Source: an optimization exercise on an open RTL-to-GDS flow (aim: small area, a short achievable clock period and few clock cycles per item). Production flows keep margins and buffers that such runs may drop. Function was not checked in any run shown here: the RTL went through the layout flow alone. Power figures rest on the tool's default switching activity, not on a simulated workload.

==> flow/design.v <==
module SBox (
   input  [7:0] X,
   output [7:0] Y
   ) ;
   wire [39:0] P;
   wire [31:0] O;
   assign P[7:0] = X;
   genvar i;
   generate
      for (i = 0; i < 4; i = i + 1) begin : GEN
         assign O[8*i+7:8*i+4] = {P[8*i+7:8*i+5], P[8*i+4] ^ ~(P[8*i+7] | P[8*i+6])};
         assign O[8*i+3:8*i+0] = {P[8*i+3:8*i+1], P[8*i+0] ^ ~(P[8*i+3] | P[8*i+2])};
         assign P[8*i+15:8*i+8] = {O[8*i+2], O[8*i+1], O[8*i+7], O[8*i+6],
                                   O[8*i+4], O[8*i+0], O[8*i+3], O[8*i+5]};
      end
   endgenerate
   assign Y = {O[31:27], O[25], O[26], O[24]};
endmodule  
module ShiftRows (
   input  [127:0] X,
   output [127:0] Y
   ) ;
   assign Y[127:96] = X[127:96];
   assign Y[ 95:64] = {X[71:64], X[95:72]};
   assign Y[ 63:32] = {X[47:32], X[63:48]};
   assign Y[ 31: 0] = {X[23: 0], X[31:24]};
endmodule  
module MixColumns (
   input  [127:0] X,
   output [127:0] Y
   ) ;
   wire [7:0] c1_x2x1 = X[ 95: 88] ^ X[63:56];
   wire [7:0] c2_x2x1 = X[ 87: 80] ^ X[55:48];
   wire [7:0] c3_x2x1 = X[ 79: 72] ^ X[47:40];
   wire [7:0] c4_x2x1 = X[ 71: 64] ^ X[39:32];
   wire [7:0] c1_x2x0 = X[127:120] ^ X[63:56];
   wire [7:0] c2_x2x0 = X[119:112] ^ X[55:48];
   wire [7:0] c3_x2x0 = X[111:104] ^ X[47:40];
   wire [7:0] c4_x2x0 = X[103: 96] ^ X[39:32];
   assign Y[127:120] = c1_x2x0 ^ X[31:24];
   assign Y[ 95: 88] = X[127:120];
   assign Y[ 63: 56] = c1_x2x1;
   assign Y[ 31: 24] = c1_x2x0;
   assign Y[119:112] = c2_x2x0 ^ X[23:16];
   assign Y[ 87: 80] = X[119:112];
   assign Y[ 55: 48] = c2_x2x1;
   assign Y[ 23: 16] = c2_x2x0;
   assign Y[111:104] = c3_x2x0 ^ X[15:8];
   assign Y[ 79: 72] = X[111:104];
   assign Y[ 47: 40] = c3_x2x1;
   assign Y[ 15:  8] = c3_x2x0;
   assign Y[103: 96] = c4_x2x0 ^ X[7:0];
   assign Y[ 71: 64] = X[103:96];
   assign Y[ 39: 32] = c4_x2x1;
   assign Y[  7:  0] = c4_x2x0;
endmodule  
module Permutation (
   input  [127:0] X,
   output [127:0] Y
   ) ;
   assign Y[127:120] = X[ 55: 48];
   assign Y[119:112] = X[  7:  0];
   assign Y[111:104] = X[ 63: 56];
   assign Y[103: 96] = X[ 23: 16];
   assign Y[ 95: 88] = X[ 47: 40];
   assign Y[ 87: 80] = X[ 15:  8];
   assign Y[ 79: 72] = X[ 31: 24];
   assign Y[ 71: 64] = X[ 39: 32];
   assign Y[ 63: 56] = X[127:120];
   assign Y[ 55: 48] = X[119:112];
   assign Y[ 47: 40] = X[111:104];
   assign Y[ 39: 32] = X[103: 96];
   assign Y[ 31: 24] = X[ 95: 88];
   assign Y[ 23: 16] = X[ 87: 80];
   assign Y[ 15:  8] = X[ 79: 72];
   assign Y[  7:  0] = X[ 71: 64];
endmodule  
module HPermutation (
   input  [63:0] X,
   output [63:0] Y
   ) ;
   assign Y[63:56] = X[55:48];
   assign Y[55:48] = X[ 7: 0];
   assign Y[47:40] = X[63:56];
   assign Y[39:32] = X[23:16];
   assign Y[31:24] = X[47:40];
   assign Y[23:16] = X[15: 8];
   assign Y[15: 8] = X[31:24];
   assign Y[ 7: 0] = X[39:32];
endmodule  
module lfsr_gf56 ( 
   so,
   si, domain
   ) ;
   output [63:0] so;
   input [55:0]  si;
   input [7:0] 	  domain;
   wire [55:0] 	  lfsr, lfsrs, lfsrn;
   assign lfsr = {si[7:0],
		  si[15:8],
		  si[23:16],
		  si[31:24],
		  si[39:32],
		  si[47:40],
		  si[55:48]
		  };
   assign lfsrs = {lfsr[54:0],lfsr[55]};
   assign lfsrn = lfsrs ^ {lfsr[55],2'b0,lfsr[55],1'b0,lfsr[55],2'b0};   
   assign so = {lfsrn[7:0],
		lfsrn[15:8],
		lfsrn[23:16],
		lfsrn[31:24],
		lfsrn[39:32],
		lfsrn[47:40],
		lfsrn[55:48],
		domain};   
endmodule  
module LWC ( 
   do_data, pdi_ready, sdi_ready, do_valid, do_last,
   pdi_data, sdi_data, pdi_valid, sdi_valid, do_ready, clk, rst
   ) ;
   output [31:0] do_data;
   output        pdi_ready, sdi_ready;
   output        do_valid, do_last;
   input [31:0]  pdi_data, sdi_data;
   input         pdi_valid, sdi_valid, do_ready;
   input         clk, rst;
   localparam R = 2;
   localparam IDLE = 0,  KLD = 1,  KHD = 2,  KW  = 3,
              ADH  = 4,  ADS = 5,  ADT = 6,  NH  = 7,
              NW   = 8,  NWT = 9,  MH  = 10, MS  = 11,
              TH   = 12, TW  = 13, ST  = 14, VH  = 15,
              VW   = 16, VS  = 17;
   localparam NS = 18;
   localparam C_AD = 2'd0, C_N = 2'd1, C_M = 2'd2;
   reg [127:0] S, K, T3, NB, T2;
   reg [63:0]  Z;
   reg [NS-1:0] st;
   reg [1:0]   g;              
   reg [1:0]   wc;             
   reg [11:0]  hi;             
   reg [3:0]   lo;             
   reg         full, blast;    
   reg         dec, fail, sclr;
   reg         tpart;
   reg         busy, par;
   reg [5:0]   rc;
   reg [1:0]   ctype;
   reg [31:0]  od;
   reg         ov, ol;
   assign do_data  = od;
   assign do_valid = ov;
   assign do_last  = ol;
   wire [127:0] ks2a, ks3a, ks2, ks3, rout1, rout;
   wire [5:0]   rc2 = {rc[4:0], rc[5] ^ rc[4] ^ 1'b1};
   wire [63:0]  rk  = ((R == 1 && par) ? 64'h0 : Z) ^ T2[127:64] ^ T3[127:64];
   wire         last_rnd;
   SkinnyRound RND1 (.X(S), .RK(rk), .RC(rc), .Y(rout1));
   TKStep KA (.T2(T2), .T3(T3), .N2(ks2a), .N3(ks3a));
   generate
      if (R == 2) begin : TWO
         SkinnyRound RND2 (.X(rout1), .RK(ks2a[127:64] ^ ks3a[127:64]), .RC(rc2), .Y(rout));
         TKStep KB (.T2(ks2a), .T3(ks3a), .N2(ks2), .N3(ks3));
         assign last_rnd = busy & (rc == 6'h2D);
      end
      else begin : ONE
         assign rout = rout1;
         assign ks2  = ks2a;
         assign ks3  = ks3a;
         assign last_rnd = busy & (rc == 6'h1A);
      end
   endgenerate
   wire [63:0] zp, zr, zr2, zr3, zrev;
   HPermutation HP0 (.X(Z),   .Y(zp));
   HPermutation HP1 (.X(zp),  .Y(zr));
   HPermutation HP2 (.X(zr),  .Y(zr2));
   HPermutation HP3 (.X(zr2), .Y(zr3));
   HPermutation HP4 (.X(zr3), .Y(zrev));    
   wire [31:0] stop = S[127:96];
   wire [31:0] gofs = {stop[24]^stop[31], stop[31:25],
                       stop[16]^stop[23], stop[23:17],
                       stop[8]^stop[15],  stop[15:9],
                       stop[0]^stop[7],   stop[7:1]};
   wire [1:0]  wi = wc;
   wire [3:0]  b0 = {wi, 2'b00};
   wire [3:0]  bm = {full | (b0 < lo), full | ((b0 | 4'd1) < lo),
                     full | ((b0 | 4'd2) < lo), full | ((b0 | 4'd3) < lo)};
   wire        off  = bm[3];                     
   wire        w3   = (wi == 2'd3);
   wire [31:0] mask = {{8{bm[3]}}, {8{bm[2]}}, {8{bm[1]}}, {8{bm[0]}}};
   wire [31:0] pdo  = pdi_data ^ gofs;
   wire [31:0] wm   = (st[MS] & dec ? pdo : pdi_data) & mask;
   wire [31:0] w    = {wm[31:4], (w3 & ~full) ? lo : wm[3:0]};
   wire        g3 = (g == 2'd3);
   wire        ph = (g == wi);
   wire        can_start = ~busy | last_rnd;
   wire        oready = ~ov | do_ready;
   wire x_ads = st[ADS] & ~busy & (pdi_valid | ~off);           
   wire x_adt = st[ADT] & ph & (pdi_valid | ~off);               
   wire x_nw  = st[NW] & ph & pdi_valid;                         
   wire x_ms  = st[MS] & ~busy & ph & (~off | (pdi_valid & oready));
   wire x_tw  = st[TW] & ~busy & oready;
   wire x_vw  = st[VW] & ~busy & pdi_valid;
   wire x_kw  = st[KW] & ph & sdi_valid;
   wire x_hdr = (st[IDLE] | st[ADH] | st[NH] | st[VH]) & pdi_valid;
   wire x_mh  = st[MH] & pdi_valid & oready;
   wire x_out = (st[TH] | st[ST] | st[VS]) & oready;
   assign pdi_ready = st[IDLE] | st[ADH] | st[NH] | st[VH]
                    | (st[ADS] & ~busy & off)
                    | ((st[ADT] | st[NW]) & ph & (off | st[NW]))
                    | (st[MS] & ~busy & ph & off & oready)
                    | (st[MH] & oready)
                    | (st[VW] & ~busy);
   assign sdi_ready = st[KLD] | st[KHD] | (st[KW] & ph);
   wire sh   = x_ads | x_ms | x_tw | x_vw;            
   wire nbsh = x_adt | x_nw;
   wire endb = (x_ads | x_adt | x_nw | x_ms) & w3;    
   wire start = g3 & ((x_adt | x_ms | (x_nw & can_start)) | (st[NWT] & can_start));
   wire emit  = x_mh | (x_ms & off) | x_tw | x_out;
   wire [3:0] inst = pdi_data[31:28];
   wire go_key = st[IDLE] & pdi_valid & (inst == 4'h7);
   wire go_op  = st[IDLE] & pdi_valid & (inst == 4'h2 || inst == 4'h3);
   reg [NS-1:0] stn;
   always @* begin
      stn = st;
      if (go_key) begin stn[IDLE] = 1'b0; stn[KLD] = 1'b1; end
      if (go_op)  begin stn[IDLE] = 1'b0; stn[ADH] = 1'b1; end
      if (st[KLD] & sdi_valid & (sdi_data[31:28] == 4'h4)) begin stn[KLD] = 1'b0; stn[KHD] = 1'b1; end
      if (st[KHD] & sdi_valid) begin stn[KHD] = 1'b0; stn[KW] = 1'b1; end
      if (x_kw & w3) begin stn[KW] = 1'b0; stn[IDLE] = 1'b1; end
      if (st[ADH] & pdi_valid) begin stn[ADH] = 1'b0; stn[ADS] = 1'b1; end
      if (x_ads & w3) begin stn[ADS] = 1'b0; stn[NH] = blast; stn[ADT] = ~blast; end
      if (x_adt & w3) begin stn[ADT] = 1'b0; stn[NH] = blast; stn[ADS] = ~blast; end
      if (st[NH] & pdi_valid) begin stn[NH] = 1'b0; stn[NW] = 1'b1; end
      if (x_nw & w3) begin stn[NW] = 1'b0; stn[MH] = can_start; stn[NWT] = ~can_start; end
      if (st[NWT] & can_start & g3) begin stn[NWT] = 1'b0; stn[MH] = 1'b1; end
      if (x_mh) begin stn[MH] = 1'b0; stn[MS] = 1'b1; end
      if (x_ms & w3 & blast) begin stn[MS] = 1'b0; stn[VH] = dec; stn[TH] = ~dec; end
      if (st[TH] & oready) begin stn[TH] = 1'b0; stn[TW] = 1'b1; end
      if (x_tw & w3) begin stn[TW] = 1'b0; stn[ST] = 1'b1; end
      if (st[ST] & oready) begin stn[ST] = 1'b0; stn[IDLE] = 1'b1; end
      if (st[VH] & pdi_valid) begin stn[VH] = 1'b0; stn[VW] = 1'b1; end
      if (x_vw & w3) begin stn[VW] = 1'b0; stn[VS] = 1'b1; end
      if (st[VS] & oready) begin stn[VS] = 1'b0; stn[IDLE] = 1'b1; end
   end
   wire [31:0] edata = ({32{st[MH]}} & {dec ? 8'h43 : 8'h5A, pdi_data[23:0]})
                     | ({32{st[MS]}} & pdo & mask)
                     | ({32{st[TH]}} & 32'h8300_0010)
                     | ({32{st[TW]}} & gofs)
                     | ({32{st[ST] | st[VS]}} & {3'b111, st[VS] & fail, 28'h0});
   wire        zstepn = (x_ads | x_ms) & w3;
   wire [7:0]  zdom = last_rnd ? (tpart ? 8'd26 : 8'd24)
                    : st[ADS] ? (blast ? (full ? 8'd24 : 8'd26) : 8'd8)
                    : (blast ? (full ? 8'd20 : 8'd21) : 8'd4);
   wire [63:0] zsrc = last_rnd ? zrev : Z;
   wire [63:0] zstep;
   lfsr_gf56 CNT (.so(zstep), .si(zsrc[63:8]), .domain(zdom));
   localparam [63:0] ZINIT = 64'h0100_0000_0000_0000;
   wire [127:0] nb_n = {NB[95:0], nbsh ? (st[ADT] ? w : pdi_data) : NB[127:96]};
   wire [127:0] k_n  = {K[95:0], x_kw ? sdi_data : K[127:96]};
   always @(posedge clk) begin
      if (busy)
        S <= rout;
      else if (sh)
        S <= {S[95:0], ((st[ADS] & sclr) ? 32'h0 : stop) ^ ((st[TW] | st[VW]) ? 32'h0 : w)};
      T2 <= start ? nb_n : ks2;
      T3 <= start ? k_n : ks3;
      NB <= nb_n;
      K  <= k_n;
      if (last_rnd)
        Z <= (ctype == C_AD) ? zstep : (ctype == C_N) ? ZINIT : zrev;
      else if (busy & (R == 2 || par))
        Z <= zp;
      else if (zstepn)
        Z <= zstep;
      else if (go_op)
        Z <= ZINIT;
      if (emit) od <= edata;
      if (emit) ol <= st[ST] | st[VS];
   end
   wire [11:0] hin  = pdi_data[15:4];
   wire [3:0]  lon  = pdi_data[3:0];
   wire        ldlen = (st[ADH] | st[MH]) & pdi_valid & (st[ADH] | oready);
   wire        endlen = (x_ads | x_adt | x_ms) & w3;
   always @(posedge clk) begin
      if (rst) begin
         st    <= {{(NS-1){1'b0}}, 1'b1};
         g     <= 2'd0;
         wc    <= 2'd0;
         busy  <= 1'b0;
         par   <= 1'b0;
         rc    <= 6'h01;
         ctype <= C_M;
         hi    <= 12'h0;
         lo    <= 4'h0;
         full  <= 1'b0;
         blast <= 1'b1;
         dec   <= 1'b0;
         fail  <= 1'b0;
         sclr  <= 1'b0;
         tpart <= 1'b0;
         ov    <= 1'b0;
      end
      else begin
         st <= stn;
         g  <= g + 2'd1;
         if (sh | nbsh | x_kw) wc <= wc + 2'd1;
         if (ldlen) begin
            hi    <= hin;
            lo    <= lon;
            full  <= |hin;
            blast <= ~|hin[11:1] & (~hin[0] | ~|lon);
         end
         else if (endlen) begin
            hi    <= blast ? 12'h0 : hi - 12'd1;
            full  <= ~blast & |hi[11:1];
            blast <= blast | (~|hi[11:2] & (hi[1] ? (~hi[0] & ~|lo) : hi[0]));
         end
         if (start) begin
            busy  <= 1'b1;
            par   <= 1'b0;
            rc    <= 6'h01;
            ctype <= st[ADT] ? C_AD : st[MS] ? C_M : C_N;
         end
         else if (busy) begin
            par   <= ~par;
            rc    <= (R == 2) ? {rc2[4:0], rc2[5] ^ rc2[4] ^ 1'b1} : rc2;
            if (last_rnd) busy <= 1'b0;
         end
         if (go_op) begin
            dec  <= pdi_data[28];
            fail <= 1'b0;
         end
         if (st[ADH] & pdi_valid) sclr <= 1'b1;
         if (x_ads & w3) sclr <= 1'b0;
         if (x_adt & w3) tpart <= ~full;
         if (x_vw && (pdo != 32'h0)) fail <= 1'b1;
         if (emit) ov <= 1'b1;
         else if (do_ready) ov <= 1'b0;
      end
   end
endmodule  
module SkinnyRound (
   input  [127:0] X,
   input  [63:0]  RK,
   input  [5:0]   RC,
   output [127:0] Y
   ) ;
   wire [127:0] sb, ka, sr;
   genvar i;
   generate
      for (i = 0; i < 16; i = i + 1) begin : SBOXES
         SBox SB (.X(X[8*i+7:8*i]), .Y(sb[8*i+7:8*i]));
      end
   endgenerate
   assign ka[127:64] = sb[127:64] ^ RK ^ {4'h0, RC[3:0], 30'h0, RC[5:4], 24'h0};
   assign ka[63:0]   = sb[63:0] ^ {8'h02, 56'h0};
   ShiftRows  SR (.X(ka), .Y(sr));
   MixColumns MC (.X(sr), .Y(Y));
endmodule  
module TKStep (
   input  [127:0] T2, T3,
   output [127:0] N2, N3
   ) ;
   wire [127:0] p2, p3;
   Permutation PT2 (.X(T2), .Y(p2));
   Permutation PT3 (.X(T3), .Y(p3));
   genvar i;
   generate
      for (i = 0; i < 8; i = i + 1) begin : LFSRS
         assign N2[64+8*i+7:64+8*i] = {p2[64+8*i+6:64+8*i], p2[64+8*i+7] ^ p2[64+8*i+5]};
         assign N3[64+8*i+7:64+8*i] = {p3[64+8*i] ^ p3[64+8*i+6], p3[64+8*i+7:64+8*i+1]};
      end
   endgenerate
   assign N2[63:0] = p2[63:0];
   assign N3[63:0] = p3[63:0];
endmodule  
==> flow/run.sh <==
#!/bin/bash
# synth_recipe.tcl (not shown) runs the flow's synth.tcl, then flattens the netlist and writes it again
# the make line also repeats each setting of config.mk as NAME=value (left out here)
make -C /OpenROAD-flow-scripts/flow DESIGN_CONFIG=/design/flow/config.mk WORK_HOME=/design/flow/orfs CLKGATE_MAP_FILE= SYNTH_SCRIPT=/design/flow/synth_recipe.tcl finish
==> flow/config.mk <==
export PLATFORM = sky130hd
export DESIGN_NAME = LWC
export DESIGN_NICKNAME = LWC
export VERILOG_FILES = /design/flow/design.v
export SDC_FILE = /design/flow/constraint.sdc
export NUM_CORES = 4
export LEC_CHECK = 0
export CAP_MARGIN = 20
export CORE_MARGIN = 2
export CORE_UTILIZATION = 40
export SETUP_SLACK_MARGIN = 1.0
export SLEW_MARGIN = 20
==> flow/constraint.sdc <==
create_clock -name core_clock -period 5.5 [get_ports {clk}]
set_input_delay 1.1000 -clock core_clock [delete_from_list [all_inputs] [get_ports {clk}]]
set_output_delay 1.1000 -clock core_clock [all_outputs]
set_load 0.01 [all_outputs]
==> results of run 1 <==
==> kinds of logic (layout without fill, tap and decap cells) <==
kind of cell / count (synthesis) / in the layout / share of synthesized area
AOI/OAI and AO/OA: 640 / 640 / 0.0983
xor gates and xnor gates: 893 / 893 / 0.210
adders and majority gates: 7 / 7 / 0.00216
buffers and inverters: 278 / 520 / 0.0268
DFF: 791 / 791 / 0.446
muxes: 157 / 157 / 0.0418
and+or+nand+nor: 1686 / 1686 / 0.175
==> worst max-delay path by stage <==
stage / from / to / slack [ns] / cells after the start
after floorplan: do_ready / Z[0] / 1.33 / 5
after CTS: S[102] / S[104] / 0.85 / 15
final: Z[46] / S[112] / 1.0 / 14
after global placement: S[102] / S[104] / -0.31 / 15
after global routing: S[107] / S[104] / 0.93 / 18
after detailed placement: S[102] / S[104] / -0.28 / 15
==> worst register-to-register path, stage by stage, from the launching register on <==
cell and delay [ns]:
sky130_fd_sc_hd__edfxtp_1 0.48, sky130_fd_sc_hd__xor2_1 0.27, sky130_fd_sc_hd__xnor2_2 0.51, sky130_fd_sc_hd__xor2_4 0.24
sky130_fd_sc_hd__xnor2_4 0.38, sky130_fd_sc_hd__nor2_2 0.14, sky130_fd_sc_hd__xnor2_4 0.19, sky130_fd_sc_hd__or4_4 0.54
sky130_fd_sc_hd__and4_1 0.22, sky130_fd_sc_hd__a2111o_1 0.40, sky130_fd_sc_hd__a22oi_2 0.18, sky130_fd_sc_hd__buf_6 0.15
sky130_fd_sc_hd__nor4_1 0.06, sky130_fd_sc_hd__a31o_1 0.20, sky130_fd_sc_hd__a2111o_1 0.28
==> power by group <==
| part | switching, mW | total, mW | internal [mW] |
|---|---|---|---|
| Sequential | 0.0487 | 6.06 | 6.01 |
| Combinational | 0.815 | 1.42 | 0.602 |
| Clock | 2.53 | 6.02 | 3.50 |
==> cell type report <==
class | instances | area share
well taps | 1357 | 0.0351
flip-flops and latches | 791 | 0.374
clock buffers | 121 | 0.0497
inverters | 48 | 0.00373
repair buffers | 320 | 0.0577
multi-input cells | 3383 | 0.469
clock inverters | 31 | 0.0103
==> sequential cells by signal, indices dropped and copies added (netlist names), 2 cells and up <==
register and cells:
T3 128, rc 6, K 128, ctype 2, wc 2, Z 64
od 32, T2 128, lo 4, NB 128, st 18, g 2
hi 12, S 128
==> what timing repair did <==
item                                    4_1_cts  5_1_grt
setup buffers                                53       78
endpoints found under the setup margin       50       41
pin swaps                                    14       49
gates resized for setup                      66      126
==> metrics by stage <==
stage | power, mW | util | area (sq um) | setup TNS, ns
after floorplan | 6.99 | - | 40600 | 0
after global placement | 7.41 | 0.431 | 43200 | -0.550
after detailed placement | 7.41 | 0.431 | 43200 | -0.497
after CTS | 13.4 | 0.468 | 47000 | 0
after global routing | 13.8 | 0.482 | 48400 | 0
final | 13.5 | 0.482 | 48400 | 0
==> per-layer routing <==
metal	vias to the layer above	global-route usage	part of all wire
met1	16273	0.410	0.41
met4	4	0.161	0.061
met2	1670	0.446	0.43
li1	15254	-	-
met3	321	0.0622	0.097
met5	-	0	0.00013
==> cell usage after synthesis, types with 7 or more instances <==
cell,number,area share
sky130_fd_sc_hd__nand2_1,891,0.082
sky130_fd_sc_hd__xnor2_1,603,0.13
sky130_fd_sc_hd__dfxtp_1,566,0.28
sky130_fd_sc_hd__nor2_1,492,0.045
sky130_fd_sc_hd__o21ai_0,256,0.032
sky130_fd_sc_hd__xor2_1,234,0.050
sky130_fd_sc_hd__edfxtp_1,225,0.17
sky130_fd_sc_hd__clkbuf_1,204,0.019
sky130_fd_sc_hd__a21oi_1,151,0.019
sky130_fd_sc_hd__mux2_2,94,0.026
sky130_fd_sc_hd__mux2i_1,61,0.015
sky130_fd_sc_hd__nor3_1,48,0.0059
sky130_fd_sc_hd__inv_1,47,0.0043
sky130_fd_sc_hd__a22oi_1,44,0.0081
sky130_fd_sc_hd__xnor3_1,34,0.019
sky130_fd_sc_hd__nand3_1,32,0.0039
sky130_fd_sc_hd__or3_1,32,0.0049
sky130_fd_sc_hd__nand4_1,27,0.0042
sky130_fd_sc_hd__nor4_1,25,0.0039
sky130_fd_sc_hd__and2_1,22,0.0034
sky130_fd_sc_hd__nor2b_1,22,0.0034
sky130_fd_sc_hd__o21a_1,21,0.0039
sky130_fd_sc_hd__a222oi_1,19,0.0047
sky130_fd_sc_hd__a211oi_1,17,0.0031
sky130_fd_sc_hd__nand2b_1,16,0.0025
sky130_fd_sc_hd__nand3b_1,16,0.0030
sky130_fd_sc_hd__a31oi_1,13,0.0020
sky130_fd_sc_hd__buf_2,13,0.0016
sky130_fd_sc_hd__a211o_1,11,0.0024
sky130_fd_sc_hd__xnor2_2,11,0.0044
sky130_fd_sc_hd__a221oi_1,9,0.0019
sky130_fd_sc_hd__or2_2,9,0.0014
sky130_fd_sc_hd__and3_1,8,0.0012
sky130_fd_sc_hd__buf_1,8,0.00074
sky130_fd_sc_hd__nor2_2,8,0.0012
sky130_fd_sc_hd__o211ai_1,8,0.0015
sky130_fd_sc_hd__o22ai_1,8,0.0012
sky130_fd_sc_hd__a221o_1,7,0.0017
sky130_fd_sc_hd__ha_1,7,0.0022
==> out/summary.md, run 1 <==
After detailed routing, the total wire length is 160 mm. After synthesis the cells add up to 0.0406 sq mm. From bottom edge to top edge, the die measures 323 um. Based on the critical path, the design can be clocked at up to 222 MHz.

The floorplan step defined a die boundary enclosing 0.104 sq mm. The data arrival time at the worst-slack endpoint was 4.91 ns; the worst-path maximum fanout was 6. The number of hold buffers added after CTS was 0. The number of violations of the max-capacitance limit is 0. The tools report the insertion delay of the later-clocked pin in the worst-skew pair as 0.68 ns.

In this run the critical register-to-register path is captured at S[112]. Counting distinct cell types in the post-synthesis netlist gives 100. Each instance of the synthesized netlist takes up on average 9.12 sq um. The sequential-to-total area share from yosys stat was 0.446; the number of buffer and inverter stages on the critical path was 1. The antenna diode count was 0; the total of flip-flops plus latches after synthesis was 791.

Along the worst hold path, the cell count comes to 0. The row count was 116. For the number of clock sinks, the log shows 791. The logs give 6051 for the number of non-filler instances in the completed layout and 1.0 ns for the reg2reg setup slack. The final estimated routing congestion in global placement is 1.05, and the depth of the worst register-to-register path is 14.

The count of final hold-check violations was 0; the worst slew margin relative to its limit was 0.186. The net count of the finished layout is 4703. The run gives 3 as the number of levels the H-tree was split into. The worst register-to-register path begins at Z[46]. The flow ran to the end and the layout has no timing, DRC or antenna violations. Across all hold checks on the routed design, the worst slack comes to 0.339 ns. The tools report the max-slew violation total from the final report as 0. Setup repair after global routing could not meet its margin everywhere. The required time of the critical path was 5.91 ns; the post-DP HPWL was 125 mm.

The most common cell after layout, fill and taps aside is sky130_fd_sc_hd__nand2_1. The largest individual stage delay along the critical path comes from the cell sky130_fd_sc_hd__or4_4. The library cells used most frequently in the layout, excluding fill and tap cells, are sky130_fd_sc_hd__nand2_1 (885), sky130_fd_sc_hd__dfxtp_1 (564), sky130_fd_sc_hd__xnor2_1 (543), sky130_fd_sc_hd__nor2_1 (485), sky130_fd_sc_hd__o21ai_0 (252).

After detailed routing, the number of remaining DRC violations is 0. The largest single stage delay on the critical path is 0.54 ns. TritonCTS built the clock tree. Final antenna-violating net count: 0. The logs give 0.405 for the effective utilization at floorplan and 9388 for the count of filler cells inserted in the layout. The kind of launch point of the worst setup path was a register.

For the number of failing setup endpoints in the final timing report, the log shows 0. In this run the clock root is driven by a sky130_fd_sc_hd__clkbuf_16. Number of iterations in the first detailed-routing pass: 7.

The global routing usage summed across all routing layers was 0.300; the number of antenna violations at the first check in global routing was 4. The port buffer count was 104; the maximum resistive drop on vdd was 0.221 mV. For this run the aggregate overflow at the end of global routing stands at 0. Dividing the detail-routed via count by the number of cells gives 5.54.

In this run the power density over the cells is 279 mW/mm^2. Counting every instance in the synthesized netlist gives 4452. The run gives 0.998 ns as the final worst slack.

The class of the worst hold path was register to register. For the clock tree buffer depth, the log shows 3. The launch point of the worst hold path was NB[94]. After clock tree synthesis, the clock-pin slew on the worst setup and hold paths is 0.06 ns. Entering global routing, the biggest net connects 178 pins. Via count of the first global-routing pass: 30.4k. STA classifies the critical path endpoint as a register. The growth of design area from synthesis to finish was 19.1%. The slew at the pin closest to its max-slew limit came out at 1.19 ns. The fraction of layout cells with a size suffix above 1 is 0.141, and the maximum clock skew at final layout is 0.0292 ns. The tools report the first-pass GRT wire length as 222 mm.

Final critical path time including I/O delays and setup: 4.50 ns. For hold timing, the worst endpoint is NB[126]. The sequential cell area in the final layout is 0.0181 sq mm. The signal on the critical path passes through xor2_1 > xnor2_2 > xor2_4 > xnor2_4 > nor2_2 > xnor2_4 > or4_4 > and4_1 > a2111o_1 > a22oi_2 > buf_6 > nor4_1 > a31o_1 > a2111o_1. The run gives 5768 as the instance count after placement with tap cells included.

Buffers inserted during clock tree synthesis total 83. The critical path is of the register to register type. The dominant register cell in the synthesized netlist is sky130_fd_sc_hd__dfxtp_1. In this run the count of I/O pins placed on the die edge is 105.

The run gives 4528 as the net count of the mapped netlist. The detailed-route via count came out at 33.5k. Number of synthesis warnings: 1. Broken down by cell family, the worst path's largest delay share belongs to XOR/XNOR gates. After detailed routing, the average wire length per cell comes to 26.5 um. OpenSTA, run right after detailed placement, puts the worst setup slack at -0.279 ns.

For the total leakage power, the log shows 18.9 nW. Yosys mapped a number of flops with a built-in enable equal to 225. The first routing iteration left 4244 violations.

The fraction of synthesis flops using an asynchronous set or reset pin works out to 0. In this run the horizontal extent of the chip is 323 um. The multi-input combinational cell area came out at 0.0227 sq mm. After floorplanning, the core was sized to cover 0.100 sq mm. The period utilization is 0.819.
==> run 2: changes to the inputs <==
--- a/flow/design.v
+++ b/flow/design.v
@@ -126,5 +126,5 @@
    input         pdi_valid, sdi_valid, do_ready;
    input         clk, rst;
-   localparam R = 2;
+   localparam R = 1;
    localparam IDLE = 0,  KLD = 1,  KHD = 2,  KW  = 3,
               ADH  = 4,  ADS = 5,  ADT = 6,  NH  = 7,
--- a/flow/config.mk
+++ b/flow/config.mk
@@ -9,4 +9,4 @@
 export CORE_MARGIN = 2
 export CORE_UTILIZATION = 40
-export SETUP_SLACK_MARGIN = 1.0
+export SETUP_SLACK_MARGIN = 2.6
 export SLEW_MARGIN = 20
==> out/summary.md, run 2 <==
The detailed-routing wirelength on met1 was 51.3 mm (-23%); the clock-pin slew reported for the worst setup and hold paths after clock tree synthesis was 0.07 ns (about the same). The number of antenna violations at the first check in global routing was 8 (+4); the compound-cell area share of the yosys netlist was 0.0938 (-0.00443). The tools report the detailed route wirelength on metal3 as 10.9 mm (-30%). The number of clock sinks was 792 (+0.13%); the average via count per standard cell was 5.64 (+1.7%). The fraction of layout cells with a size suffix above 1 was 0.278 (+0.137); the post-synthesis xor/xnor area fraction was 0.134 (-0.0757). The share of Yosys cell area claimed by the top area cell type came out at 0.324 (+0.0448). The final estimated routing congestion in global placement came out at 0.948 (-9.7%). The highest metal layer with signal wires is met5.

The maximum clock skew at final layout is 0.0221 ns (-0.00713 ns). For the area enclosed by the die boundary, the log shows 0.0900 sq mm (-14%). The worst hold path belongs to the class register to register. The total length of routed wires is 124 mm (-23%). The detailed-route via count is 26.5k (-21%), and the total placed instance area is 0.0372 sq mm (-14%).

The die outline width is 300 um (-7.0%), and the pin count of the biggest net entering global routing is 83 (-53%). The area share of fa/ha/maj cells after synthesis came out at 0.00250 (+0.000342). Number of violations of the max-capacitance limit: 0 (unchanged). The max-slew violation total from the final report was 0 (unchanged). Cell area after layout: 0.0449 sq mm (-7.2%). The remaining routing DRC violations came out at 0 (unchanged).

The port buffer count was 104 (unchanged). The critical path is of the register to primary output type. The required time of the critical path is 4.40 ns (-1.51 ns), and the first-pass GRT wire length is 171 mm (-23%). The share of the core filled with cells was 0.518 (+0.0354). The worst register-to-register path begins at wc[0].

Growth of design area from synthesis to finish: 28.2%. The tools report the total leakage power as 17.0 nW (-9.9%). The run gives 0 (unchanged) as the number of buffers added to fix hold violations after cts. The tools report the clock tree buffer depth as 3 (unchanged). The capturing element type of the critical path is a primary output. After synthesis, the largest family of logic cells by area is XOR/XNOR gates. The launch point of the worst hold path was NB[88]. Average cell area after synthesis: 10.8 sq um (+19%).

The period utilization is 0.607 (-0.211). Final antenna-violating net count: 0 (unchanged). The count of final hold-check violations is 0 (unchanged). After synthesis, the cell types taking the most area are sky130_fd_sc_hd__dfxtp_1 (32%), sky130_fd_sc_hd__edfxtp_1 (19%), sky130_fd_sc_hd__mux2_2 (11%), sky130_fd_sc_hd__xnor2_1 (10%), sky130_fd_sc_hd__a221oi_1 (3.0%). The worst slew margin relative to its limit is 0.132 (-0.0541), and the total of flip-flops plus latches after synthesis is 792 (+0.13%). The via count of the first global-routing pass is 25.0k (-18%). The total global routing overflow was 0 (unchanged). The most used flip-flop cell after synthesis is sky130_fd_sc_hd__dfxtp_1. In this run the worst setup path begins at st[5]. The row count came out at 108 (-6.9%).

The final-layout worst hold slack came out at 0.337 ns (-0.00170 ns). The area of the core region came out at 0.0868 sq mm (-13%). The tools report the number of standard cells after synthesis as 3231 (-27%). Most common cell after layout, fill and taps aside: sky130_fd_sc_hd__dfxtp_1. The global routing usage summed across all routing layers came out at 0.258 (-0.0424).

For the setup TNS, the log shows 0 ns (unchanged). The slew at the pin closest to its max-slew limit came out at 1.30 ns (+0.114 ns). The run gives 6 (-1) as the number of iterations in the first detailed-routing pass. The I/O pin count was 105 (unchanged); the violation count after the first detailed-route iteration was 3152 (-26%). The run gives 74 (-26%) as the number of different library cells in the post-synthesis netlist.

In the post-synthesis netlist, the cell with the most instances is sky130_fd_sc_hd__dfxtp_1. The detailed-routed wire length on met2 is 54.2 mm (-21%), and the die height is 300 um (-7.0%). The number of failing setup endpoints in the final timing report was 0 (unchanged). The insertion delay of the later-clocked pin in the worst-skew pair came out at 0.67 ns (about the same).

Summed over all instances, the cell type with the most area after synthesis is sky130_fd_sc_hd__dfxtp_1. Setup repair after global routing could not meet its margin everywhere. The run finished with no timing, DRC or antenna violations.

The critical path's slowest cell is sky130_fd_sc_hd__dfxtp_1. The post-placement worst setup slack was 1.51 ns (+1.79 ns). TritonCTS built the clock tree.

The tools report the synthesized area as 0.0350 sq mm (-14%). The logs give 3 (unchanged) for the number of levels the H-tree was split into and 0.517 (+0.0711) for the sequential-to-total area share from yosys stat. The number of synthesized flops with an enable pin is 225 (unchanged). The final critical path time including I/O delays and setup came out at 3.34 ns (-1.16 ns). The total power divided by cell area is 281 mW/mm^2 (+0.58%), and the proportion of synthesized area in mux cells is 0.125 (+0.0827). CTS placed an instance of sky130_fd_sc_hd__clkbuf_16 at the clock tree root. Area share of and/or/nand/nor cells after synthesis: 0.0996 (-0.0758). The largest stage delay on the critical path is 0.63 ns (+0.09 ns). The total clock buffers created by CTS was 82 (-1.2%). The final worst slack was 2.16 ns (+1.16 ns). STA classifies the critical path startpoint as a register. The run gives 0.404 (-0.000815) as the effective utilization at floorplan. The worst-path maximum fanout is 9 (+3).

The worst hold path stage count was 0 (unchanged). The fraction of synthesis flops using an asynchronous set or reset pin came out at 0 (unchanged). The post-DP HPWL was 81.2 mm (-35%); the net count of the mapped netlist was 3307 (-27%). The number of synthesis warnings was 1 (unchanged); the data arrival time at the worst-slack endpoint was 2.24 ns (-2.67 ns). The commonest cells after synthesis are sky130_fd_sc_hd__dfxtp_1 (567), sky130_fd_sc_hd__xnor2_1 (416), sky130_fd_sc_hd__mux2_2 (357). The number of nets in the finished design is 3561 (-24%). The critical path goes through nor2b_1 > a221oi_2 > o2111ai_2 > buf_2. The wire length per cell after detailed routing is 26.3 um (-0.84%). The maximum resistive drop on vdd is 0.282 mV (+28%). Leaving out fill and tap cells, the most frequent cells in the layout are sky130_fd_sc_hd__dfxtp_1 (558), sky130_fd_sc_hd__xnor2_1 (402), sky130_fd_sc_hd__mux2_2 (345), sky130_fd_sc_hd__nor2_1 (240), sky130_fd_sc_hd__edfxtp_1 (225).

The depth of the worst register-to-register path came out at 16 (+2). The fmax is 299 MHz (+35%).
## run 2: final cells by class
cell class,instances,area (sq um)
inverters,42,158
fillers,7520,41800
well taps,1155,1450
flip-flops and latches,792,18100
clock inverters,38,558
repair buffers,360,4700
multi-input cells,2207,17500
diodes,3,7.51
clock buffers,113,2370
## run 2: routing by layer
layer	track usage	up-vias
li1	-	11878
met1	0.345	12878
met3	0.0558	388
met2	0.399	1388
met4	0.119	14
met5	0	-
## run 2: cells by family (layout without fill, tap and decap cells)
logic type                 after synthesis  in the layout
AOI/OAI and AO/OA                      511            520
other                                    0              3
xor gates and xnor gates               524            524
DFF                                    792            792
adders and majority gates                7              7
buffers and inverters                  247            553
and+or+nand+nor                        759            765
muxes                                  391            391
## run 2: metrics by stage
step / power [mW] / instances
after floorplan: 6.42 / 3231
after global placement: 6.62 / 4322
after detailed placement: 6.62 / 4323
after CTS: 12.6 / 4617
after global routing: 12.9 / 4707
final: 12.6 / 4710
## run 2: path summary, 6_finish.rpt
path	slack, ns	to
worst min-delay path	0.34	NB[120]
worst max register to register	2.24	T3[64]
worst max-delay path	2.16	pdi_ready
worst min register to register	0.34	NB[120]
## run 2: critical path, delay by kind of cell (launching register included)
kind | cells | cell delay (ns)
buffers and inverters | 1 | 0.17
AOI/OAI and AO/OA | 2 | 0.30
DFF | 1 | 0.63
and+or+nand+nor | 1 | 0.47
## run 2: report_power, final
group / switching [mW] / internal, mW / leakage (nW)
Sequential: 0.0534 / 6.01 / 6.65
Clock: 2.56 / 3.46 / 1.42
Combinational: 0.300 / 0.219 / 8.95
Total: 2.91 / 9.69 / 17.0
## run 2: what timing repair did
action / in CTS / in global routing
endpoints found under the setup margin: 518 / 572
gates cloned: 42 / 35
resized for setup: 183 / 239
buffers inserted: 101 / 55
pin swaps: 24 / 88
==> run 3: changes to the inputs <==
--- a/flow/design.v
+++ b/flow/design.v
@@ -126,5 +126,5 @@
    input         pdi_valid, sdi_valid, do_ready;
    input         clk, rst;
-   localparam R = 1;
+   localparam R = 2;
    localparam IDLE = 0,  KLD = 1,  KHD = 2,  KW  = 3,
               ADH  = 4,  ADS = 5,  ADT = 6,  NH  = 7,
@@ -347,5 +347,5 @@
    output [127:0] Y
    ) ;
-   wire [127:0] sb, ka, sr;
+   wire [127:0] sb, sr, mc, kv, ksr, kmc;
    genvar i;
    generate
@@ -354,8 +354,10 @@
       end
    endgenerate
-   assign ka[127:64] = sb[127:64] ^ RK ^ {4'h0, RC[3:0], 30'h0, RC[5:4], 24'h0};
-   assign ka[63:0]   = sb[63:0] ^ {8'h02, 56'h0};
-   ShiftRows  SR (.X(ka), .Y(sr));
-   MixColumns MC (.X(sr), .Y(Y));
+   ShiftRows  SR (.X(sb), .Y(sr));
+   MixColumns MC (.X(sr), .Y(mc));
+   assign kv = {RK ^ {4'h0, RC[3:0], 30'h0, RC[5:4], 24'h0}, 8'h02, 56'h0};
+   ShiftRows  KSR (.X(kv), .Y(ksr));
+   MixColumns KMC (.X(ksr), .Y(kmc));
+   assign Y = mc ^ kmc;
 endmodule  
 module TKStep (
--- a/flow/config.mk
+++ b/flow/config.mk
@@ -9,4 +9,4 @@
 export CORE_MARGIN = 2
 export CORE_UTILIZATION = 40
-export SETUP_SLACK_MARGIN = 2.6
+export SETUP_SLACK_MARGIN = 1.0
 export SLEW_MARGIN = 20
==> out/summary.md, run 3 <==
The tools report the maximum resistive drop on vdd as 0.262 mV (-7.4%). The run gives 156 mm (+26%) as the total length of routed wires. Ranked by total cell area, the synthesized netlist is headed by sky130_fd_sc_hd__dfxtp_1 (28%), sky130_fd_sc_hd__edfxtp_1 (17%), sky130_fd_sc_hd__xnor2_1 (13%), sky130_fd_sc_hd__nand2_1 (8.3%), sky130_fd_sc_hd__xor2_1 (5.3%).

TritonCTS built the clock tree. The run gives 1.02 ns (-1.22 ns) as the reg2reg setup slack. The number of levels the H-tree was split into is 3 (unchanged).

The worst slew margin relative to its limit is 0.135 (+0.00302), and the violation count after the first detailed-route iteration is 4237 (+34%). The average via count per standard cell was 5.56 (-1.4%). In this run the critical register-to-register path is launched from Z[19].

The logs give 0.0997 sq mm (+15%) for the area of the core region and 791 (-0.13%) for the number of clock sinks. The run gives 89 (+20%) as the number of different library cells in the post-synthesis netlist. The library cell used most frequently in the layout, excluding fill and tap cells, is sky130_fd_sc_hd__nand2_1. The logs give 116 (+7.4%) for the row count and 123 mm (+51%) for the post-DP HPWL.

The run gives 1.05 (+10%) as the final estimated routing congestion in global placement. The number of synthesized flops with an enable pin was 225 (unchanged); the total global routing overflow was 0 (unchanged). The cell taking the most area after synthesis is sky130_fd_sc_hd__dfxtp_1. The worst setup path is of the register to register kind. Average cell area after synthesis: 9.13 sq um (-16%).

In the layout the commonest cells are sky130_fd_sc_hd__nand2_1 (885), sky130_fd_sc_hd__dfxtp_1 (564), sky130_fd_sc_hd__xnor2_1 (546), sky130_fd_sc_hd__nor2_1 (452), sky130_fd_sc_hd__o21ai_0 (254). The number of buffers added to fix hold violations after cts is 0 (unchanged), and the number of iterations in the first detailed-routing pass is 6 (unchanged). The maximum clock skew at final layout is 0.0294 ns (+0.00729 ns), and the fmax is 223 MHz (-25%).

The root buffer cell is sky130_fd_sc_hd__clkbuf_16. The total of flip-flops plus latches after synthesis works out to 791 (-0.13%). Clock tree buffer depth: 3 (unchanged).

Critical path startpoint: Z[19]. The setup TNS is 0 ns (unchanged), and the number of antenna violations at the first check in global routing is 8 (unchanged). Most used standard cell by instance count after synthesis: sky130_fd_sc_hd__nand2_1.

The die outline width is 321 um (+6.9%), and the wire length per cell after detailed routing is 26.6 um (+0.99%). The number of nets in the finished design is 4585 (+29%). The run finished with no timing, DRC or antenna violations.

The I/O pin count is 105 (unchanged). The run gives 0 (unchanged) as the number of violations of the max-capacitance limit. The net count of the mapped netlist was 4472 (+35%). The final critical path time including I/O delays and setup works out to 4.48 ns (+1.14 ns). Number of failing setup endpoints in the final timing report: 0 (unchanged).

The total clock buffers created by CTS came out at 85 (+3.7%). The total leakage power was 18.3 nW (+7.4%). In the synthesized netlist, the cells that appear most often are sky130_fd_sc_hd__nand2_1 (887), sky130_fd_sc_hd__xnor2_1 (585), sky130_fd_sc_hd__dfxtp_1 (566). Die height: 321 um (+6.9%).

The share of Yosys cell area claimed by the top area cell type came out at 0.282 (-0.0415). The capturing element type of the critical path is a register. The signal on the critical path passes through xnor2_1 > xnor2_1 > xnor2_1 > xnor2_1 > nor2_1 > xnor2_4 > nor2_1 > xnor2_2 > nor2b_1 > xnor2_2 > xnor2_2 > xnor2_1 > mux2_2. The first-pass GRT wire length was 217 mm (+27%); the largest stage delay on the critical path was 0.64 ns (about the same).

The final-layout worst hold slack is 0.339 ns (+0.00234 ns), and the period utilization is 0.815 (+0.207). The class of the worst hold path is register to register. The cell occurring most often along the worst timing path is sky130_fd_sc_hd__xnor2_1.

Detailed-route via count: 32.7k (+23%). Compared with the post-synthesis result, the final layout area differs by 16.7%. The tools report the number of standard cells after synthesis as 4396 (+36%).

The kind of launch point of the worst setup path is a register. The via count of the first global-routing pass was 30.0k (+20%); the area enclosed by the die boundary was 0.103 sq mm (+14%). The tools report the launch point of the worst hold path as K[15].

The worst-path maximum fanout works out to 6 (-3). Setup repair after global routing could not meet its margin everywhere. The fraction of layout cells with a size suffix above 1 is 0.116 (-0.162). For the effective utilization at floorplan, the log shows 0.402 (-0.00162).

For the required time of the critical path, the log shows 5.90 ns (+1.50 ns). Worst hold path stage count: 0 (unchanged). The port buffer count is 104 (unchanged), and the final antenna-violating net count is 0 (unchanged).

Endpoint of the most critical register-to-register path: S[124]. The logs give 0.296 (+0.0376) for the global routing usage summed across all routing layers and 4.88 ns (+2.64 ns) for the data arrival time at the worst-slack endpoint. For hold timing, the worst endpoint is K[47]. The synthesized area came out at 0.0401 sq mm (+14%). The number of synthesis warnings came out at 1 (unchanged). The slew at the pin closest to its max-slew limit works out to 1.26 ns (-0.0392 ns).

Among all stages on the critical path, the largest delay is contributed by sky130_fd_sc_hd__xnor2_1. For the insertion delay of the later-clocked pin in the worst-skew pair, the log shows 0.68 ns (about the same). The depth of the worst register-to-register path came out at 13 (-3). The pin count of the biggest net entering global routing came out at 105 (+27%).

The tools report the sequential-to-total area share from yosys stat as 0.451 (-0.0658). The total power divided by cell area was 289 mW/mm^2 (+3.1%); the clock-pin slew reported for the worst setup and hold paths after clock tree synthesis was 0.07 ns (about the same). The tools report the max-slew violation total from the final report as 0 (unchanged). The count of final hold-check violations was 0 (unchanged).

The remaining routing DRC violations is 0 (unchanged). The most used flip-flop cell after synthesis is sky130_fd_sc_hd__dfxtp_1. The fraction of synthesis flops using an asynchronous set or reset pin came out at 0 (unchanged).
[run 3: layer usage]
layer / global-route usage / share of wire / up-vias / wire [um]
li1: - / - / 14873 / -
met1: 0.395 / 0.41 / 15841 / 64000
met2: 0.446 / 0.43 / 1613 / 67600
met3: 0.0602 / 0.093 / 362 / 14500
met4: 0.165 / 0.065 / 10 / 10100
met5: 0 / 0.00047 / - / 73
[run 3: through the flow]
stage,util,worst slack (ns),instances,power [mW],instance area [sq um]
5_1_grt,0.469,0.955,5878,13.8,46800
6_report,0.469,1.02,5883,13.5,46800
3_5_place_dp,0.427,0.793,5634,7.36,42600
2_1_floorplan,-,1.31,4396,6.98,40100
4_1_cts,0.462,0.953,5834,13.5,46000
3_3_place_gp,0.427,0.850,5633,7.36,42500
[run 3: cell families after synthesis]
group                      after synthesis  synth area share
xor gates and xnor gates               889             0.211
adders and majority gates                7           0.00218
AOI/OAI and AO/OA                      621            0.0937
DFF                                    791             0.451
muxes                                  153            0.0410
and+or+nand+nor                       1656             0.174
buffers and inverters                  279            0.0268
[run 3: repair_timing]
item | 4_1_cts | 5_1_grt
setup endpoints to repair | 27 | 37
gates resized for setup | 22 | 71
pin swaps | 6 | 16
buffers inserted | 43 | 43
gates cloned | 0 | 0
[run 3: area by class of cell]
type                       count  area, sq um
antenna                        6         15.0
clock inverter                35          554
tap                         1298         1620
sequential                   791        18100
clock buffer                 122         2460
inverter                      48          180
multi-input combinational   3326        21600
fill                        9445        52900
timing repair buffer         257         2260
[run 3: report_power, final]
part / internal (mW) / switching (mW)
Combinational: 0.543 / 0.746
Sequential: 6.01 / 0.0483
Clock: 3.62 / 2.57
Total: 10.2 / 3.37
[run 3: how the worst max path moves through the flow]
stage | endpoint | cells after the start
5_1_grt | S[113] | 14
6_report | S[124] | 13
3_5_place_dp | S[124] | 15
3_3_place_gp | S[96] | 14
4_1_cts | S[113] | 14
2_1_floorplan | Z[0] | 5
[run 3: worst max-delay path, delay by kind of cell (launching register included)]
family / cells / cell delay [ns]
XOR/XNOR: 9 / 2.70
flip-flops: 1 / 0.60
multiplexers: 1 / 0.30
AND/OR/NAND/NOR: 3 / 0.60
==> run 4: changes to the inputs <==
--- a/flow/design.v
+++ b/flow/design.v
@@ -126,5 +126,5 @@
    input         pdi_valid, sdi_valid, do_ready;
    input         clk, rst;
-   localparam R = 2;
+   localparam R = 1;
    localparam IDLE = 0,  KLD = 1,  KHD = 2,  KW  = 3,
               ADH  = 4,  ADS = 5,  ADT = 6,  NH  = 7,
--- a/flow/config.mk
+++ b/flow/config.mk
@@ -9,4 +9,4 @@
 export CORE_MARGIN = 2
 export CORE_UTILIZATION = 40
-export SETUP_SLACK_MARGIN = 1.0
+export SETUP_SLACK_MARGIN = 2.6
 export SLEW_MARGIN = 20
==> out/summary.md, run 4 <==
The total of flip-flops plus latches after synthesis is 792 (+0.13%). The run gives 15.2 nW (-17%) as the total leakage power. The total global routing overflow is 0 (unchanged), and the setup TNS is 0 ns (unchanged). The port buffer count is 104 (unchanged), and the fraction of synthesis flops using an asynchronous set or reset pin is 0 (unchanged). For the share of the core filled with cells, the log shows 0.472 (+0.00254).

The run gives 0.279 (+0.144) as the worst slew margin relative to its limit. Walking the worst path, the cells encountered are clkinvlp_4 > nor4_4 > a221oi_2 > o2111ai_2 > buf_2. The number of failing setup endpoints in the final timing report was 0 (unchanged); the count of final hold-check violations was 0 (unchanged). The number of standard cells after synthesis was 3247 (-26%); the post-synthesis xor/xnor area fraction was 0.133 (-0.0776). After synthesis, the most frequently instantiated cells are sky130_fd_sc_hd__dfxtp_1 (567), sky130_fd_sc_hd__xnor2_1 (413), sky130_fd_sc_hd__mux2_2 (357).

The number of synthesized flops with an enable pin is 225 (unchanged), and the largest stage delay on the critical path is 0.42 ns (-0.22 ns). For the via count of the first global-routing pass, the log shows 23.3k (-22%). The path class of the tightest hold or removal check is register to register. The growth of design area from synthesis to finish came out at 16.6% (about the same). For the global routing usage summed across all routing layers, the log shows 0.242 (-0.0540). The reg2reg setup slack is 2.55 ns (+1.53 ns). TritonCTS built the clock tree. Cell taking the most area after synthesis: sky130_fd_sc_hd__dfxtp_1. The number of clock sinks was 792 (+0.13%). The die height is 300 um (-6.3%), and the first-pass GRT wire length is 160 mm (-26%).

Fraction of layout cells with a size suffix above 1: 0.205 (+0.0897). The worst-path maximum fanout is 7 (+1). For the number of synthesis warnings, the log shows 1 (unchanged).

The run gives 108 (-6.9%) as the row count. In the synthesized netlist the dominant register cell turns out to be sky130_fd_sc_hd__dfxtp_1. Among all stages on the critical path, the largest delay is contributed by sky130_fd_sc_hd__dfxtp_4. The clock-pin slew reported for the worst setup and hold paths after clock tree synthesis came out at 0.06 ns (about the same). Proportion of synthesized area in mux cells: 0.124 (+0.0833).

The fmax is 311 MHz (+39%), and the total power divided by cell area is 314 mW/mm^2 (+8.6%). The total length of routed wires came out at 113 mm (-28%). The area share of fa/ha/maj cells after synthesis is 0.00249 (+0.000307).

Total stage count of the critical path: 5 (-8). The library cell used most frequently in the layout, excluding fill and tap cells, is sky130_fd_sc_hd__dfxtp_1. For the final estimated routing congestion in global placement, the log shows 0.959 (-8.4%).

The average cell area after synthesis was 10.8 sq um (+19%). The effective utilization at floorplan is 0.405 (+0.00238). The kind of cell with the highest combined delay along the critical path is flip-flops. The tools report the final worst slack as 2.29 ns (+1.27 ns).

The run gives 4.40 ns (-1.50 ns) as the required time of the critical path. The area of the core region is 0.0869 sq mm (-13%), and the period utilization is 0.584 (-0.231). Setup repair after global routing could not meet its margin everywhere. The library cells used most frequently in the layout, excluding fill and tap cells, are sky130_fd_sc_hd__dfxtp_1 (555), sky130_fd_sc_hd__xnor2_1 (404), sky130_fd_sc_hd__mux2_2 (357), sky130_fd_sc_hd__nand2_1 (232), sky130_fd_sc_hd__edfxtp_1 (225). For the number of antenna violations at the first check in global routing, the log shows 5 (-3). The number of iterations in the first detailed-routing pass was 6 (unchanged).

The net count of the mapped netlist came out at 3323 (-26%). For the total clock buffers created by CTS, the log shows 79 (-7.1%). The max-slew violation total from the final report was 0 (unchanged).

The number of buffers added to fix hold violations after cts was 0 (unchanged); the violation count after the first detailed-route iteration was 2955 (-30%). For the maximum clock skew at final layout, the log shows 0.0392 ns (+0.00983 ns). The compound-cell area share of the yosys netlist came out at 0.0991 (+0.00543). In this run the worst setup path terminates at pdi_ready.

The final critical path time including I/O delays and setup is 3.21 ns (-1.27 ns), and the average via count per standard cell is 5.55 (about the same). Wire length per cell after detailed routing: 24.8 um (-6.6%). By area, the combinational part of the netlist is dominated by XOR/XNOR gates. The tools report the capturing element type of the critical path as a primary output. Critical path startpoint: st[11]. Clock tree buffer depth: 3 (unchanged).

The tools report the remaining routing DRC violations as 0 (unchanged). Number of buffer and inverter stages on the critical path: 2 (+2). Ranked by total cell area, the synthesized netlist is headed by sky130_fd_sc_hd__dfxtp_1 (32%), sky130_fd_sc_hd__edfxtp_1 (19%), sky130_fd_sc_hd__mux2_2 (11%), sky130_fd_sc_hd__xnor2_1 (10%), sky130_fd_sc_hd__xor2_1 (2.7%). The share of Yosys cell area claimed by the top area cell type was 0.323 (+0.0403).

Most used standard cell by instance count after synthesis: sky130_fd_sc_hd__dfxtp_1. The I/O pin count was 105 (unchanged). The post-placement worst setup slack was 1.53 ns (+0.742 ns). The area share of and/or/nand/nor cells after synthesis came out at 0.0970 (-0.0774). The tools report the kind of launch point of the worst setup path as a register. The final antenna-violating net count came out at 0 (unchanged).

The data arrival time at the worst-slack endpoint was 2.11 ns (-2.77 ns). Endpoint of the most critical register-to-register path: T2[11]. The area enclosed by the die boundary was 0.0903 sq mm (-12%). The tools report the insertion delay of the later-clocked pin in the worst-skew pair as 0.67 ns (about the same). CTS placed an instance of sky130_fd_sc_hd__clkbuf_16 at the clock tree root.

For the number of different library cells in the post-synthesis netlist, the log shows 69 (-22%). The run gives 0.0352 sq mm (-12%) as the synthesized area. The run finished with no timing, DRC or antenna violations.

The tools report the sequential-to-total area share from yosys stat as 0.515 (+0.0641). The number of levels the H-tree was split into is 3 (unchanged), and the die outline width is 300 um (-6.3%). The pin count of the biggest net entering global routing came out at 126 (+20%). Beginning of the worst register-to-register path: wc[0]. The start-to-end type of the worst setup path was register to primary output. The number of nets in the finished design came out at 3414 (-26%). The slew at the pin closest to its max-slew limit was 1.08 ns (-0.183 ns); the maximum resistive drop on vdd was 0.273 mV (+4.3%). The tools report the number of violations of the max-capacitance limit as 0 (unchanged).

The depth of the worst register-to-register path works out to 9 (-4). The logs give 80.6 mm (-34%) for the post-DP HPWL and 25.3k (-23%) for the detailed-route via count.
==> run 4: cell types whose count changed after synthesis, moves of 98 or more <==
cell,change
sky130_fd_sc_hd__mux2_2,+266
sky130_fd_sc_hd__nand2_1,-653
sky130_fd_sc_hd__xnor2_1,-172
sky130_fd_sc_hd__xor2_1,-138
sky130_fd_sc_hd__nor2_1,-246
sky130_fd_sc_hd__o21ai_0,-98
==> run 4: per-layer routing <==
metal / share of wire / track usage / routed length (um) / vias up
li1: - / - / - / 11571
met1: 0.42 / 0.329 / 47700 / 12379
met2: 0.45 / 0.377 / 50700 / 1157
met3: 0.085 / 0.0478 / 9610 / 212
met4: 0.044 / 0.0961 / 4980 / 4
met5: 0.00021 / 0 / 24 / -
==> run 4: stage by stage <==
step                      area, sq um  cells  power, mW  hold WS, ns
after floorplan                 35200   3247       7.02        0.327
after global placement          37100   4320       7.44        0.330
after detailed placement        37100   4320       7.44        0.334
after CTS                       40400   4514       12.9        0.343
after global routing            41000   4556       13.3        0.351
final                           41000   4559       12.9        0.334
==> run 4: power breakdown <==
group          internal (mW)  switching, mW
Clock                   3.13           2.38
Sequential              6.21          0.186
Combinational          0.445          0.522
==> run 4: repair_timing <==
| action | 4_1_cts | 5_1_grt |
|---|---|---|
| resized for setup | 72 | 46 |
| buffers inserted | 45 | 38 |
| gates cloned | 5 | 4 |
| setup endpoints to repair | 548 | 510 |
| pin swaps | 13 | 8 |
==> run 4: how the worst min path moves through the flow <==
stage	slack, ns	from	end	depth (start not counted)
2_1_floorplan	0.33	K[68]	K[100]	0
3_3_place_gp	0.33	NB[52]	NB[84]	0
3_5_place_dp	0.33	K[14]	K[46]	0
4_1_cts	0.34	NB[12]	NB[44]	0
5_1_grt	0.35	NB[66]	NB[98]	0
6_report	0.33	NB[24]	NB[56]	0
==> run 4: logic make-up (layout without fill, tap and decap cells) <==
kind of cell | Yosys count | after routing
AO/OA/AOI/OAI | 563 | 564
XOR/XNOR | 526 | 526
adder cells (fa/ha/maj) | 7 | 7
buffers and inverters | 248 | 396
flip-flops | 792 | 792
multiplexers | 391 | 391
other | 0 | 3
AND/OR/NAND/NOR | 720 | 725
==> run 4: layout make-up <==
cell class / count / area, sq um
timing repair inverter: 1 / 7.51
inverter: 35 / 141
antenna: 3 / 7.51
clock inverter: 34 / 365
timing repair buffer: 216 / 2040
clock buffer: 110 / 2300
sequential: 792 / 18100
multi-input combinational: 2213 / 16600
tap: 1155 / 1450
fill: 7960 / 45900
==> run 5: changes to the inputs <==
--- a/flow/design.v
+++ b/flow/design.v
@@ -126,5 +126,5 @@
    input         pdi_valid, sdi_valid, do_ready;
    input         clk, rst;
-   localparam R = 1;
+   localparam R = 2;
    localparam IDLE = 0,  KLD = 1,  KHD = 2,  KW  = 3,
               ADH  = 4,  ADS = 5,  ADT = 6,  NH  = 7,
@@ -147,9 +147,4 @@
    reg [5:0]   rc;
    reg [1:0]   ctype;
-   reg [31:0]  od;
-   reg         ov, ol;
-   assign do_data  = od;
-   assign do_valid = ov;
-   assign do_last  = ol;
    wire [127:0] ks2a, ks3a, ks2, ks3, rout1, rout;
    wire [5:0]   rc2 = {rc[4:0], rc[5] ^ rc[4] ^ 1'b1};
@@ -195,5 +190,5 @@
    wire        ph = (g == wi);
    wire        can_start = ~busy | last_rnd;
-   wire        oready = ~ov | do_ready;
+   wire        oready = do_ready;
    wire x_ads = st[ADS] & ~busy & (pdi_valid | ~off);           
    wire x_adt = st[ADT] & ph & (pdi_valid | ~off);               
@@ -217,5 +212,7 @@
    wire endb = (x_ads | x_adt | x_nw | x_ms) & w3;    
    wire start = g3 & ((x_adt | x_ms | (x_nw & can_start)) | (st[NWT] & can_start));
-   wire emit  = x_mh | (x_ms & off) | x_tw | x_out;
+   assign do_valid = (st[MH] & pdi_valid) | (st[MS] & ~busy & ph & off & pdi_valid)
+                   | (st[TW] & ~busy) | st[TH] | st[ST] | st[VS];
+   assign do_last  = st[ST] | st[VS];
    wire [3:0] inst = pdi_data[31:28];
    wire go_key = st[IDLE] & pdi_valid & (inst == 4'h7);
@@ -244,5 +241,5 @@
       if (st[VS] & oready) begin stn[VS] = 1'b0; stn[IDLE] = 1'b1; end
    end
-   wire [31:0] edata = ({32{st[MH]}} & {dec ? 8'h43 : 8'h5A, pdi_data[23:0]})
+   assign do_data    = ({32{st[MH]}} & {dec ? 8'h43 : 8'h5A, pdi_data[23:0]})
                      | ({32{st[MS]}} & pdo & mask)
                      | ({32{st[TH]}} & 32'h8300_0010)
@@ -276,6 +273,4 @@
       else if (go_op)
         Z <= ZINIT;
-      if (emit) od <= edata;
-      if (emit) ol <= st[ST] | st[VS];
    end
    wire [11:0] hin  = pdi_data[15:4];
@@ -300,5 +295,4 @@
          sclr  <= 1'b0;
          tpart <= 1'b0;
-         ov    <= 1'b0;
       end
       else begin
@@ -336,6 +330,4 @@
          if (x_adt & w3) tpart <= ~full;
          if (x_vw && (pdo != 32'h0)) fail <= 1'b1;
-         if (emit) ov <= 1'b1;
-         else if (do_ready) ov <= 1'b0;
       end
    end
--- a/flow/config.mk
+++ b/flow/config.mk
@@ -9,4 +9,4 @@
 export CORE_MARGIN = 2
 export CORE_UTILIZATION = 40
-export SETUP_SLACK_MARGIN = 2.6
+export SETUP_SLACK_MARGIN = 1.0
 export SLEW_MARGIN = 20
==> out/summary.md, run 5 <==
The flow ran to the end and the layout has no timing, DRC or antenna violations. The total clock buffers created by CTS is 81 (+2.5%). The I/O pin count is 105 (unchanged). The synthesized area came out at 0.0397 sq mm (+13%). The met1 layer usage reported by global route is 0.413 (+0.0838).

The number of nets in the finished design was 4633 (+36%). For the effective utilization at floorplan, the log shows 0.404 (-0.00119). The slew at the pin closest to its max-slew limit was 1.12 ns (+0.0398 ns); the violation count after the first detailed-route iteration was 4319 (+46%). For the area of the core region, the log shows 0.0984 sq mm (+13%). The setup TNS is 0 ns (unchanged), and the fraction of synthesis flops using an asynchronous set or reset pin is 0 (unchanged). Growth of design area from synthesis to finish: 17.2%. The worst setup path is of the register to register kind. The run gives 0.92 ns (-1.63 ns) as the reg2reg setup slack. The sequential group share of total power came out at 0.244 (-0.253).

STA classifies the critical path startpoint as a register. The average cell area after synthesis is 9.01 sq um (-17%), and the fmax is 218 MHz (-30%). The total power of the final layout is 29.8 mW (+130%), and the number of levels the H-tree was split into is 3 (unchanged). The required time of the critical path is 5.97 ns (+1.57 ns), and the die height is 319 um (+6.2%). The switching power as a share of total power works out to 0.445 (+0.205). The library cell used most frequently in the layout, excluding fill and tap cells, is sky130_fd_sc_hd__nand2_1. The worst hold path belongs to the class register to register. The part of the total power dissipated in the clock network was 0.187 (-0.241); the post-placement worst setup slack was 0.361 ns (-1.17 ns). The net count of the mapped netlist was 4485 (+35%). The maximum resistive drop on vdd is 0.414 mV (+52%). The final critical path time including I/O delays and setup was 4.58 ns (+1.37 ns).

The port buffer count is 104 (unchanged), and the number of violations of the max-capacitance limit is 0 (unchanged). Net switching power: 13.3 mW (+330%). The tools report the worst slew margin relative to its limit as 0.249 (-0.0296). The period utilization is 0.833 (+0.250).

The number of standard cells after synthesis was 4409 (+36%); the insertion delay of the later-clocked pin in the worst-skew pair was 0.66 ns (about the same). The total of flip-flops plus latches after synthesis came out at 757 (-4.4%). For this run, the leading register cell type out of synthesis is sky130_fd_sc_hd__dfxtp_1.

The share of Yosys cell area claimed by the top area cell type was 0.285 (-0.0380); the number of buffers added to fix hold violations after cts was 0 (unchanged). By instance count, the leading cell after synthesis is sky130_fd_sc_hd__nand2_1. The worst setup path is captured at a register. The total length of routed wires was 161 mm (+43%); the worst-path maximum fanout was 5 (-2).

The count of filler cells inserted in the layout was 9455 (+19%); the total power divided by cell area was 641 mW/mm^2 (+100%). Setup repair after global routing could not meet its margin everywhere. The met2 usage in global routing is 0.473 (+0.0959). The fraction of layout cells with a size suffix above 1 was 0.128 (-0.0774); the row count was 115 (+6.5%). The detailed-route via count was 33.2k (+31%). The max-slew violation total from the final report is 0 (unchanged), and the clock tree buffer depth is 3 (unchanged). The average via count per standard cell is 5.62 (+1.1%). The layer carrying the most global-route usage was met2.

Number of non-filler instances in the completed layout: 5913 (+30%). The pin count of the biggest net entering global routing came out at 97 (-23%). The global routing usage summed across all routing layers is 0.307 (+0.0652), and the fraction of met3 tracks used by global routing is 0.0573 (+0.00958).

Counting instances in the post-synthesis netlist gives the leading cell types as sky130_fd_sc_hd__nand2_1 (895), sky130_fd_sc_hd__xnor2_1 (611), sky130_fd_sc_hd__dfxtp_1 (565). For the final estimated routing congestion in global placement, the log shows 1.01 (+5.5%). The number of antenna violations at the first check in global routing came out at 7 (+2).

The die outline width is 319 um (+6.2%), and the maximum clock skew at final layout is 0.0276 ns (-0.0116 ns). The sequential-to-total area share from yosys stat is 0.430 (-0.0850), and the area enclosed by the die boundary is 0.102 sq mm (+13%). The count of final hold-check violations was 0 (unchanged). The logs give 0.916 ns (-1.37 ns) for the final worst slack and 5.05 ns (+2.94 ns) for the data arrival time at the worst-slack endpoint.
run 5: power by group through the flow:
| stage | Clock (mW) | Sequential, mW | Combinational (mW) |
|---|---|---|---|
| floorplan | 0 | 6.88 | 10.5 |
| global placement | 0 | 7.36 | 15.4 |
| detailed placement | 0 | 7.36 | 15.4 |
| CTS | 5.60 | 7.24 | 15.9 |
| global route | 5.81 | 7.27 | 17.7 |
| finish | 5.58 | 7.26 | 17.0 |
run 5: layout make-up:
class                           count  area (sq um)  area share
Multi-Input combinational cell   3385         22500       0.483
Clock buffer                      116          2330      0.0501
Clock inverter                     33           330     0.00710
Tap cell                         1287          1610      0.0346
Antenna cell                        3          7.51    0.000161
Inverter                           40           150     0.00323
Sequential cell                   757         17100       0.367
Timing Repair Buffer              292          2540      0.0546
run 5: per-layer routing:
metal	up-vias	routed length, um
met5	-	46
met4	8	10100
met3	363	15600
met2	1885	70300
met1	15918	65400
li1	15038	-
run 5: critical path, cell delays in order, from the launching register on:
cell	delay [ns]
sky130_fd_sc_hd__edfxtp_1	0.48
sky130_fd_sc_hd__or3_4	0.41
sky130_fd_sc_hd__nand4_1	0.18
sky130_fd_sc_hd__xor2_2	0.14
sky130_fd_sc_hd__buf_4	0.17
sky130_fd_sc_hd__buf_4	0.12
sky130_fd_sc_hd__nand3_1	0.07
sky130_fd_sc_hd__nor3b_2	0.18
sky130_fd_sc_hd__xnor2_2	0.32
sky130_fd_sc_hd__xnor3_2	0.36
sky130_fd_sc_hd__xnor2_4	0.19
sky130_fd_sc_hd__o41a_1	0.43
sky130_fd_sc_hd__nand4_1	0.25
sky130_fd_sc_hd__or2_1	0.18
sky130_fd_sc_hd__xor3_1	0.44
sky130_fd_sc_hd__xor2_1	0.19
sky130_fd_sc_hd__a21oi_2	0.27
run 5: kinds of logic (layout without fill, tap and decap cells):
kind of cell               count (synthesis)  in the layout  share of synthesized area
and+or+nand+nor                         1755           1755                      0.189
xor gates and xnor gates                 896            896                      0.218
DFF                                      757            757                      0.430
AOI/OAI and AO/OA                        586            586                     0.0956
buffers and inverters                    267            481                     0.0269
muxes                                    141            141                     0.0386
adders and majority gates                  7              7                    0.00221
other                                      0              3                          0
run 5: timing repair:
item,CTS,global route
resized for setup,51,88
buffers inserted,46,56
pin swaps,7,29
hold endpoints to repair,0,0
setup endpoints to repair,47,53
run 5: through the flow:
step / cell area [sq um] / utilization
floorplan: 39700 / -
global placement: 42200 / 0.429
detailed placement: 42200 / 0.429
CTS: 45600 / 0.463
global route: 46500 / 0.473
finish: 46500 / 0.473
run 5: path summary, 6_finish.rpt:
kind               start      to  depth (start not counted)
setup / recovery  S[127]  S[120]                         16
hold / removal    NB[19]  NB[51]                          0
setup reg to reg  S[127]  S[120]                         16
hold reg to reg   NB[19]  NB[51]                          0

[separate check: timing with driven ports]
Ports are ideal in the flow. The routed layouts listed here were re-timed in OpenROAD. Step 1 (the two cells are an assumption about what drives the block):
set clk [get_ports {clk}]
set_driving_cell -lib_cell sky130_fd_sc_hd__clkbuf_16 $clk
set_driving_cell -lib_cell sky130_fd_sc_hd__buf_2 [delete_from_list [all_inputs] $clk]
Step 2 adds t to the input delays and takes it off the output delays; t is the mean of the earliest and latest rising clock arrival at the registers after step 1. Input paths then give back, and output paths get back, about the clock's delay inside the block. a / b / c = ideal ports / drivers / drivers and shift; a / b = the first two.
| run | t, ns | setup slack, ns | slew at the worst register clock pin (ns) |
|---|---|---|---|
| run 1 | 0.730 | 0.998 / 0.998 / 0.998 | 0.07 / 0.07 |
| run 2 | 0.720 | 2.160 / 2.097 / 1.623 | 0.07 / 0.07 |
| run 3 | 0.737 | 1.020 / 1.020 / 1.020 | 0.07 / 0.07 |
| run 4 | 0.712 | 2.289 / 2.224 / 1.880 | 0.07 / 0.07 |
| run 5 | 0.724 | 0.916 / 0.916 / 0.916 | 0.07 / 0.07 |
After both steps every run listed still meets setup and hold. For run 2, which loses most, drivers alone change the setup slack by -0.063 ns; drivers and shift together by -0.537 ns.
